Source: an optimization exercise on an open RTL-to-GDS flow (aim: small area, a short achievable clock period and few clock cycles per item). Production flows keep margins and buffers that such runs may drop.
Power and IR drop assume default switching activity.

v5:
// mult8
module mult8(clk, nRST, c_ALL, m_busy, a_data, b_data, mult_out, m_finish);
For scale: ~17 flip-flops, ~37 I/O pins, ~2900 um^2 of cells after synthesis.
Settings: LEC_CHECK=0, CAP_MARGIN=20, CORE_MARGIN=2, CORE_UTILIZATION=40, GPL_TIMING_DRIVEN=0, PLACE_DENSITY=0.6, SETUP_SLACK_MARGIN=2.0, SLEW_MARGIN=20; clock period 5.0 ns.
standard.sh (not shown) runs the stock make flow with config.mk's settings and CLKGATE_MAP_FILE= SYNTH_SCRIPT=/design/flow/synth_recipe.tcl, a recipe that flattens the netlist after the stock synthesis.
==> flow/flow/run.sh <==
#!/bin/bash
# Own layout flow: the standard flow (standard.sh), with its synthesis
# script swapped for flow/synth.tcl, which sources the standard script
# synth_recipe.tcl but skips full-adder extraction and maps with flow/map.abc.
set -euo pipefail
work=$(pwd)
export MY_WORK_DIR=$work
export MY_FLOW_DIR=$work/flow
sed -e "s#SYNTH_SCRIPT=[^ ]*#SYNTH_SCRIPT=$work/flow/synth.tcl ADDER_MAP_FILE=#" standard.sh > own_standard.sh
bash own_standard.sh > own_flow.log 2>&1
==> flow/flow/map.abc <==
strash
dch
map -D 2000
topo
stime -c
buffer -c
upsize -c -D 2000
dnsize -c -D 2000
stime -c
==> flow/flow/synth.tcl <==
# Standard synthesis (synth_recipe.tcl, sourced unchanged) with two changes made
# from outside it: no full-adder extraction (ADDER_MAP_FILE is left empty on
# make's command line) and ABC mapped with a delay-driven script.
set my_abc_script $::env(MY_FLOW_DIR)/map.abc

proc abc {args} {
  set out {}
  set skip 0
  foreach a $args {
    if {$skip} { set skip 0; continue }
    if {$a eq "-script" || $a eq "-D"} { set skip 1; continue }
    lappend out $a
  }
  puts "abc override: -script $::my_abc_script"
  yosys abc -script $::my_abc_script {*}$out
}
source $::env(MY_WORK_DIR)/synth_recipe.tcl
v5 went all the way through the flow, and no timing, DRC or antenna check failed.
> inputs changed (v5 -> v15)
Settings: clearing SETUP_SLACK_MARGIN, which used to be 2.0.
--- a/flow/flow/run.sh
+++ b/flow/flow/run.sh
@@ -8,3 +8,3 @@
 export MY_FLOW_DIR=$work/flow
-sed -e "s#SYNTH_SCRIPT=[^ ]*#SYNTH_SCRIPT=$work/flow/synth.tcl ADDER_MAP_FILE=#" standard.sh > own_standard.sh
+sed -e "s#SYNTH_SCRIPT=[^ ]*#SYNTH_SCRIPT=$work/flow/synth.tcl ADDER_MAP_FILE= BUFFER_PORTS_ARGS=\"-buffer_cell sky130_fd_sc_hd__buf_2\"#" standard.sh > own_standard.sh
 bash own_standard.sh > own_flow.log 2>&1
Results
- Delta (v15 minus v5): total wire length shows a reduction of 1700 um; part of the total power dissipated in sequential elements shows an increase of 5.9 points; global-route wire length before repair shows a reduction of 12%; area of combinational cells with multiple inputs shows a reduction of 530 um^2.
- Relative to v5, number of global-route vias before repair has decreased by 11% in v15.
- Via total after detailed routing ends up lower on v15.
Edits applied to the flow inputs when going from v15 to v50:
Settings: GPL_TIMING_DRIVEN removed (was 0).
==> flow/run.sh (new file) <==
#!/bin/bash
# synth_recipe.tcl (not shown) runs the flow's synth.tcl, then flattens the netlist and writes it again
# the make line also repeats each setting of config.mk as NAME=value (left out here)
make -C /OpenROAD-flow-scripts/flow DESIGN_CONFIG=/design/flow/config.mk WORK_HOME=/design/flow/orfs CLKGATE_MAP_FILE= SYNTH_SCRIPT=/design/flow/synth_recipe.tcl finish
removed: flow/flow/run.sh
removed: flow/flow/map.abc
removed: flow/flow/synth.tcl
removed: flow/standard.sh
Findings:
Fraction of the cycle the final worst path needs: higher on v50. Power: v50 worse than v15. When v50 is set beside v15, its met1 track utilization from global routing turns out to be 2.9 points smaller. v50 falls short of v15 in least setup slack across all paths after layout. v15 → v50: final standard cell area without fillers grew by 5.1%; switching power increased 0.00016 W.
> inputs changed (v50 -> v10)
Settings: GPL_TIMING_DRIVEN: unset -> 0; SETUP_SLACK_MARGIN: unset -> 1.5.
==> flow/flow/run.sh (new file) <==
#!/bin/bash
# Own layout flow: the standard flow (standard.sh), with its synthesis
# script swapped for flow/synth.tcl, which sources the standard script
# synth_recipe.tcl but skips full-adder extraction and maps with flow/map.abc.
set -euo pipefail
work=$(pwd)
export MY_WORK_DIR=$work
export MY_FLOW_DIR=$work/flow
sed -e "s#SYNTH_SCRIPT=[^ ]*#SYNTH_SCRIPT=$work/flow/synth.tcl ADDER_MAP_FILE=#" standard.sh > own_standard.sh
bash own_standard.sh > own_flow.log 2>&1
==> flow/flow/map.abc (new file) <==
strash
dch
map -D 2000
topo
stime -c
buffer -c
upsize -c -D 2000
dnsize -c -D 2000
stime -c
==> flow/flow/synth.tcl (new file) <==
# Standard synthesis (synth_recipe.tcl, sourced unchanged) with two changes made
# from outside it: no full-adder extraction (ADDER_MAP_FILE is left empty on
# make's command line) and ABC mapped with a delay-driven script.
set my_abc_script $::env(MY_FLOW_DIR)/map.abc

proc abc {args} {
  set out {}
  set skip 0
  foreach a $args {
    if {$skip} { set skip 0; continue }
    if {$a eq "-script" || $a eq "-D"} { set skip 1; continue }
    lappend out $a
  }
  puts "abc override: -script $::my_abc_script"
  yosys abc -script $::my_abc_script {*}$out
}
source $::env(MY_WORK_DIR)/synth_recipe.tcl
==> flow/standard.sh (new file) <==
#!/bin/bash
# synth_recipe.tcl (not shown) runs the flow's synth.tcl, then flattens the netlist and writes it again
# the make line also repeats each setting of config.mk as NAME=value (left out here)
make -C /OpenROAD-flow-scripts/flow DESIGN_CONFIG=/design/flow/config.mk WORK_HOME=/design/flow/orfs CLKGATE_MAP_FILE= SYNTH_SCRIPT=/design/flow/synth_recipe.tcl "${@:-finish}"
removed: flow/run.sh
--- outcome ---
Looking only at data required time at the worst endpoint, and setting everything else aside, the lower value of v50 and v10 goes to v10. Per the comparison of v10 with v50, design area has increased, combinational fraction of design power saw a decrease, net switching power of the design has decreased, maximum resistive drop on vdd went down 54%. The critical path launch point comes out a_data[6] in one run and b_data[6] in the other, namely in v50 and v10 respectively. Measured against each other, v50 and v10 differ in final standard cell count with taps included and fillers excluded, the lower figure coming from v50. The global-route usage reported for v10 is greater than that of v50 by 3.2 points. Die area on v10 is up relative to v50.
No functional check of the RTL was part of any run of this note.

==> static timing again, ports no longer ideal <==
The results above use ideal ports. As a check the final layouts listed here were re-extracted and re-timed, cells and wires unchanged.
Step 1: set_driving_cell puts a clkbuf_16 on clk and a buf_2 on each other input, an assumption about the parent block.
Step 2, shift: input delay + t, output delay - t, t = (earliest + latest rising clock arrival at the registers) / 2. This alone moves slack from input paths to output paths.
Slacks: ideal / step 1 / step 2; pairs: ideal / step 1.
| run | t (ns) | setup WS [ns] | hold WS [ns] | slew at the worst register clock pin (ns) | worst data-port slew with drivers (ns) |
|---|---|---|---|---|---|
| v5 | 0.280 | 1.370 / 1.358 / 1.078 | 0.507 / 0.507 / 0.507 | 0.07 / 0.07 | 0.06 |
| v15 | 0.272 | 1.303 / 1.309 / 1.037 | 0.509 / 0.506 / 0.516 | 0.07 / 0.07 | 0.03 |
| v50 | 0.275 | 0.170 / 0.169 / -0.106 | 0.516 / 0.516 / 0.516 | 0.07 / 0.07 | 0.03 |
| v10 | 0.278 | 1.397 / 1.386 / 1.107 | 0.508 / 0.508 / 0.508 | 0.07 / 0.07 | 0.05 |
With both steps, setup timing fails in v50, where it was met with ideal ports. The setup slack of v5, which loses most, moves by -0.012 ns with the drivers and by -0.292 ns with both steps.
